Source: an optimization exercise on an open RTL-to-GDS flow (aim: small area). Production flows keep margins and buffers that such runs may drop.
In this exercise RTL edits were held to simulation tests only and were not proved equivalent to the original.
Power is estimated from default activity; no workload was simulated. The clock port is modelled as an ideal driver; clocking choices that lean on that would not hold on a real chip.

==> flow/design.v (excerpt) <==
module Multiplierless_Correlator #(parameter FBIT = 7) (
	input clk, rst,
	input ena,
	input [15:0] CR_in,
	output reg [4+FBIT:0] CR_out
);
Settings: LEC_CHECK=0, CAP_MARGIN=20, CORE_MARGIN=2, CORE_UTILIZATION=40, CTS_BUF_LIST=sky130_fd_sc_hd__clkbuf_16, CTS_CLUSTER_DIAMETER=100, CTS_CLUSTER_SIZE=28, SLEW_MARGIN=20, SYNTH_HIERARCHICAL=1; clock period 10.0 ns.
run.sh (not shown) runs the stock make flow with config.mk's settings and CLKGATE_MAP_FILE= SYNTH_SCRIPT=/design/flow/synth_recipe.tcl, a recipe that flattens the netlist after the stock synthesis.
==> next run, changes <==
- CORE_UTILIZATION: 40 -> 70
- CTS_CLUSTER_DIAMETER: 100 -> 80
- CTS_CLUSTER_SIZE: 28 -> 32
Result: The changed run finished clean; critical path depth is unchanged; total power hardly moves; cell area came out lower by 1.6%; die area came out lower by 42%.

---

## job 2843
Multiplierless_Correlator, a different RTL version from the one above (not shown whole).
Size: about 2,800 cells after synthesis, roughly 1,100 flip-flops, roughly 31 I/O pins, ~0.042 sq mm of cells after synthesis.
Settings: LEC_CHECK=0, CAP_MARGIN=0, CORE_MARGIN=2, CORE_UTILIZATION=60, CTS_BUF_LIST=sky130_fd_sc_hd__clkbuf_16, CTS_CLUSTER_DIAMETER=110, CTS_CLUSTER_SIZE=30, SLEW_MARGIN=0, SYNTH_HIERARCHICAL=1; clock period 10.0 ns.
standard.sh (not shown) runs the stock make flow with config.mk's settings and CLKGATE_MAP_FILE= SYNTH_SCRIPT=/design/flow/synth_recipe.tcl, a recipe that flattens the netlist after the stock synthesis.
==> flow/flow/run.sh <==
#!/bin/bash
# The standard layout (standard.sh), with the smallest buffer on the ports and
# clock tree settings: clkbuf_16 leaves, clkbuf_8 root and tree buffers, no dummy loads.
set -euo pipefail
bash standard.sh "BUFFER_PORTS_ARGS=-buffer_cell sky130_fd_sc_hd__buf_1" \
  "CTS_ARGS=-sink_clustering_enable -repair_clock_nets -sink_clustering_size 30 -sink_clustering_max_diameter 110 -buf_list sky130_fd_sc_hd__clkbuf_16 -root_buf sky130_fd_sc_hd__clkbuf_8 -tree_buf sky130_fd_sc_hd__clkbuf_8 -dont_use_dummy_load" \
  finish > standard_flow.log 2>&1
Setup changes, job 2843 to job 609
==> flow/flow/run.sh <==
#!/bin/bash
# The standard layout (standard.sh), with the smallest buffer on the ports and
# clock tree settings: clkbuf_16 leaves, clkbuf_8 root, no dummy loads.
set -euo pipefail
bash standard.sh "BUFFER_PORTS_ARGS=-buffer_cell sky130_fd_sc_hd__buf_1" \
  "CTS_ARGS=-sink_clustering_enable -repair_clock_nets -sink_clustering_size 30 -sink_clustering_max_diameter 110 -buf_list sky130_fd_sc_hd__clkbuf_16 -root_buf sky130_fd_sc_hd__clkbuf_8 -dont_use_dummy_load" \
  finish > standard_flow.log 2>&1
Notes after the runs:
Diff job 2843..job 609 | cell area after layout | unchanged
The first-pass GRT wire length on job 609 is in line with that on job 2843.
Final setup violation count came out exactly the same in job 2843 and job 609.
Total die area came out exactly the same in job 2843 and job 609.
From job 2843 to job 609, post-CTS repair timing setup buffer count did not move at all.
Number of tap cells added at floorplan: job 609 vs job 2843 identical
> inputs changed (job 609 -> job 5867)
- putting PLACE_DENSITY at 0.9 where nothing was set
--- a/flow/flow/run.sh
+++ b/flow/flow/run.sh
@@ -6 +6 @@
-  "CTS_ARGS=-sink_clustering_enable -repair_clock_nets -sink_clustering_size 30 -sink_clustering_max_diameter 110 -buf_list sky130_fd_sc_hd__clkbuf_16 -root_buf sky130_fd_sc_hd__clkbuf_8 -dont_use_dummy_load" \
+  "CTS_ARGS=-sink_clustering_enable -repair_clock_nets -sink_clustering_size 33 -sink_clustering_max_diameter 80 -buf_list sky130_fd_sc_hd__clkbuf_16 -root_buf sky130_fd_sc_hd__clkbuf_8 -dont_use_dummy_load" \
## What came out
- Looking at job 5867 and job 609, the internal power of the cells is a wash.
- Comparing job 5867 and job 609, the higher number of fillers in the final layout was measured on job 609.
- Least setup slack across all paths after layout is lower on job 5867
- As far as flip-flop and latch count goes, job 609 and job 5867 are indistinguishable; the numbers are identical.
- Diff job 609 -> job 5867 | delay of the slowest critical-path stage | decrease of 0.04 ns
- Diff job 5867 and job 609: minimum setup slack among reg-to-reg paths lower in job 5867
- Looking at job 5867 and job 609, the area growth from synthesis to final layout is a wash.
- Diff job 5867..job 609 | fraction of synthesized cell area in xor and xnor cells | negligible

---

Setup of run 1:
Another version of the RTL of Multiplierless_Correlator (not shown whole).
Size: ~2900 cells after synthesis, about 31 I/O pins, ~41000 um^2 of cells after synthesis.
Settings: LEC_CHECK=0, CAP_MARGIN=20, CORE_MARGIN=2, CORE_UTILIZATION=40, SLEW_MARGIN=20, SYNTH_HIERARCHICAL=1; clock period 10.0 ns.
run.sh (not shown) runs the stock make flow with config.mk's settings and CLKGATE_MAP_FILE= SYNTH_SCRIPT=/design/flow/synth_recipe.tcl, a recipe that flattens the netlist after the stock synthesis.
Stock flow here: none of the scripts above is used.
diff inputs: run 1 => run 2
- putting CTS_BUF_LIST at sky130_fd_sc_hd__clkbuf_2 sky130_fd_sc_hd__clkbuf_4 where nothing was set
- putting CTS_CLUSTER_SIZE at 30 where nothing was set
- Diff run 1 -> run 2: final non-filler cell total climbed 273, number of clock buffer instances in the layout climbed 252, final worst setup slack climbed 0.043 ns.
- The run showing the greater routing usage on met3 is run 2.
- ~same sequential share of the synthesized area in run 2 and run 1
- Summary of the comparison: clock period minus worst slack is lower in run 2, relative to run 1.
- Sum of internal, switching and leakage power for run 2 is lower than for run 1.
For run 3, these inputs were changed with respect to run 2:
- putting CTS_CLUSTER_DIAMETER at 60 where nothing was set
- swapping sky130_fd_sc_hd__clkbuf_2 sky130_fd_sc_hd__clkbuf_4 for sky130_fd_sc_hd__clkbuf_16 in CTS_BUF_LIST
Notes after the runs:
Diff run 2 -> run 3: number of antenna violations at the first check in global routing decreased by 1 relative to the old numbers, peak supply drop increased by about 32% relative to the old numbers, cell area after layout decreased by 1.6% relative to the old numbers. The run showing the smaller vias after detailed routing is run 3. No stage failed in run 3, and the final checks on the layout all came back clean. Area added between synthesis and finish down 1.8 points in run 3 wrt run 2. The estimated power of run 3 ends up lower than the estimate for run 2. As far as simple-gate area share of the yosys netlist goes, run 3 and run 2 are indistinguishable; the numbers are identical.
[inputs] run 4 vs run 3
- swapping 30 for 20 in CTS_CLUSTER_SIZE
- clearing CTS_CLUSTER_DIAMETER, which used to be 60
- swapping sky130_fd_sc_hd__clkbuf_16 for sky130_fd_sc_hd__clkbuf_4 in CTS_BUF_LIST
Notes after the runs:
Result: PASS for each of run 4 and run 3
Run 4 improves on run 3 in first-iteration detailed-routing DRC count.
Post-route met1 wirelength ends up higher on run 4.
Lower number of nets at the end of the flow among run 4 and run 3: run 3
Area growth from synthesis to layout came out higher on run 4 than on run 3.
Comparing run 4 and run 3, routed wire length is higher on run 4.
Run 4 vs. run 3: final critical path time including I/O delays and setup decreased by 0.096 ns relative to the old numbers, core utilization shows an increase of 0.74 points.
Comparing the two runs side by side, run 4 comes out behind run 3 on cell-internal power.

---

## P
RTL: one of the versions met above, not the one the previous note started from.
Size in the first run: ~2800 cells after synthesis, about 1100 flip-flops, ~31 I/O pins, about 42000 µm² of cells after synthesis.
clock: 10.0 ns
lec_check: 0
cap_margin: 0
core_margin: 2
core_utilization: 60
cts_buf_list: sky130_fd_sc_hd__clkbuf_16
cts_cluster_diameter: 110
cts_cluster_size: 30
slew_margin: 0
synth_hierarchical: 1
Here is what was changed in the inputs of Q compared with P.
==> flow/flow/run.sh (new file) <==
#!/bin/bash
# The standard layout (standard.sh), with the smallest buffer on the ports and
# clock tree settings: clkbuf_16 leaves, clkbuf_8 root, no dummy loads.
set -euo pipefail
bash standard.sh "BUFFER_PORTS_ARGS=-buffer_cell sky130_fd_sc_hd__buf_1" \
  "CTS_ARGS=-sink_clustering_enable -repair_clock_nets -sink_clustering_size 30 -sink_clustering_max_diameter 110 -buf_list sky130_fd_sc_hd__clkbuf_16 -root_buf sky130_fd_sc_hd__clkbuf_8 -dont_use_dummy_load" \
  finish > standard_flow.log 2>&1
==> flow/standard.sh (new file) <==
#!/bin/bash
# synth_recipe.tcl (not shown) runs the flow's synth.tcl, then flattens the netlist and writes it again
# the make line also repeats each setting of config.mk as NAME=value (left out here)
make -C /OpenROAD-flow-scripts/flow DESIGN_CONFIG=/design/flow/config.mk WORK_HOME=/design/flow/orfs CLKGATE_MAP_FILE= SYNTH_SCRIPT=/design/flow/synth_recipe.tcl "${@:-finish}"
removed: flow/run.sh
Results
- Power was lower in Q than in P.
- Number of non-filler instances in the completed layout essentially unchanged between Q and P.
- Compared Q vs P, and clock insertion delay at the later pin of the skew report is up in Q.
- Global-route usage over all layers: Q vs P down 0.22 points
- [Q] routed wire length fell about 1.4% relative to P
- Any difference in fraction of final layout cells sized beyond drive strength 1 between P and Q is small enough to ignore.
Here is what was changed in the inputs of R compared with Q.
==> flow/flow/run.sh <==
#!/bin/bash
# The standard layout (standard.sh), with the smallest buffer on the ports.
set -euo pipefail
bash standard.sh "BUFFER_PORTS_ARGS=-buffer_cell sky130_fd_sc_hd__buf_1" finish > standard_flow.log 2>&1
### Flow results
Result for Q and R: all clean
Layout overhead on the synthesized area: R vs Q up 0.30 points
R vs. Q: total clock buffers created by CTS essentially unchanged, combinational group share of total power held steady, worst hold-check slack saw an increase.
The cell count on R is in line with that on Q.
Compared with Q, in R slew at the pin closest to its max-slew limit increased 49 ps, logic depth of the worst path, buffers included neither gained nor lost much.
Of R and Q, it is R that has the higher core utilization.
Between R and Q, the overall via count from detail_route does not differ in any meaningful way.
Setup slack: R more than Q
## Diff of input files: S against R
# R
export LEC_CHECK = 0
export CAP_MARGIN = 0
export CORE_MARGIN = 2
export CORE_UTILIZATION = 60
export CTS_BUF_LIST = sky130_fd_sc_hd__clkbuf_16
export CTS_CLUSTER_DIAMETER = 110
export CTS_CLUSTER_SIZE = 30
export SLEW_MARGIN = 0
export SYNTH_HIERARCHICAL = 1
create_clock -name core_clock -period 10.0 [get_ports {clk}]
# S
export LEC_CHECK = 0
export CAP_MARGIN = 0
export CORE_MARGIN = 2
export CORE_UTILIZATION = 60
export CTS_BUF_LIST = sky130_fd_sc_hd__clkbuf_16
export CTS_CLUSTER_DIAMETER = 100
export CTS_CLUSTER_SIZE = 28
export PLACE_DENSITY = 0.8
export SLEW_MARGIN = 0
export SYNTH_HIERARCHICAL = 1
create_clock -name core_clock -period 10.0 [get_ports {clk}]
==> flow/run.sh (new file) <==
#!/bin/bash
# synth_recipe.tcl (not shown) runs the flow's synth.tcl, then flattens the netlist and writes it again
# the make line also repeats each setting of config.mk as NAME=value (left out here)
make -C /OpenROAD-flow-scripts/flow DESIGN_CONFIG=/design/flow/config.mk WORK_HOME=/design/flow/orfs CLKGATE_MAP_FILE= SYNTH_SCRIPT=/design/flow/synth_recipe.tcl finish
removed: flow/flow/run.sh
removed: flow/standard.sh
Notes after the runs:
Timing, DRC, antenna: 0 failures across R and S. Compared with R, in S via count now larger; final-layout fill cell count went down 286. Total power: S above R. [compare] base=R new=S: length of routed met3 wiring went up; total wirelength of the detailed-routed design went down; final count of hold timing violations did not really move. Standard cell area after detailed placement, R and S, higher one = S.

what the ideal ports hide:
Ports are ideal in the flow. The routed layouts listed here were re-timed in OpenROAD. Step 1 sets driving cells, clkbuf_16 on the clock port and buf_2 on the other inputs (assumed; they add their load-dependent delay and slew). Step 2 times the ports against the registers' clock, not the clock port: input delays grow and output delays shrink by t, the midpoint of the rising clock arrivals with the driver on. Three values: ideal, step 1, step 2; two values: the first two.
run	t (ns)	slack for setup (ns)	latest minus earliest clock arrival (ns)	worst register clock-pin slew, ns	pins driven straight from the clock port
the first run of note 1	0.679	1.504 / 1.504 / 1.504	0.059 / 0.059	0.12 / 0.12	1
the second run of note 1	0.673	1.489 / 1.489 / 1.489	0.026 / 0.027	0.11 / 0.11	1
job 2843	0.762	1.988 / 1.988 / 1.988	0.080 / 0.080	0.12 / 0.12	1
job 609	0.762	1.988 / 1.988 / 1.988	0.080 / 0.080	0.12 / 0.12	1
job 5867	0.736	1.853 / 1.853 / 1.853	0.216 / 0.216	0.12 / 0.12	1
run 1	0.737	1.624 / 1.624 / 1.624	0.066 / 0.066	0.06 / 0.06	1
run 2	1.124	1.667 / 1.667 / 1.667	0.121 / 0.120	0.07 / 0.07	1
run 3	0.704	1.571 / 1.571 / 1.571	0.049 / 0.049	0.10 / 0.10	1
run 4	1.121	1.667 / 1.667 / 1.667	0.108 / 0.108	0.08 / 0.08	1
P	0.672	1.530 / 1.530 / 1.530	0.028 / 0.028	0.12 / 0.12	1
Q	0.778	1.527 / 1.527 / 1.527	0.096 / 0.097	0.12 / 0.12	1
R	0.688	1.555 / 1.555 / 1.555	0.027 / 0.026	0.12 / 0.12	1
S	0.675	1.499 / 1.499 / 1.499	0.046 / 0.046	0.11 / 0.11	1
After both steps every run listed still meets setup and hold.
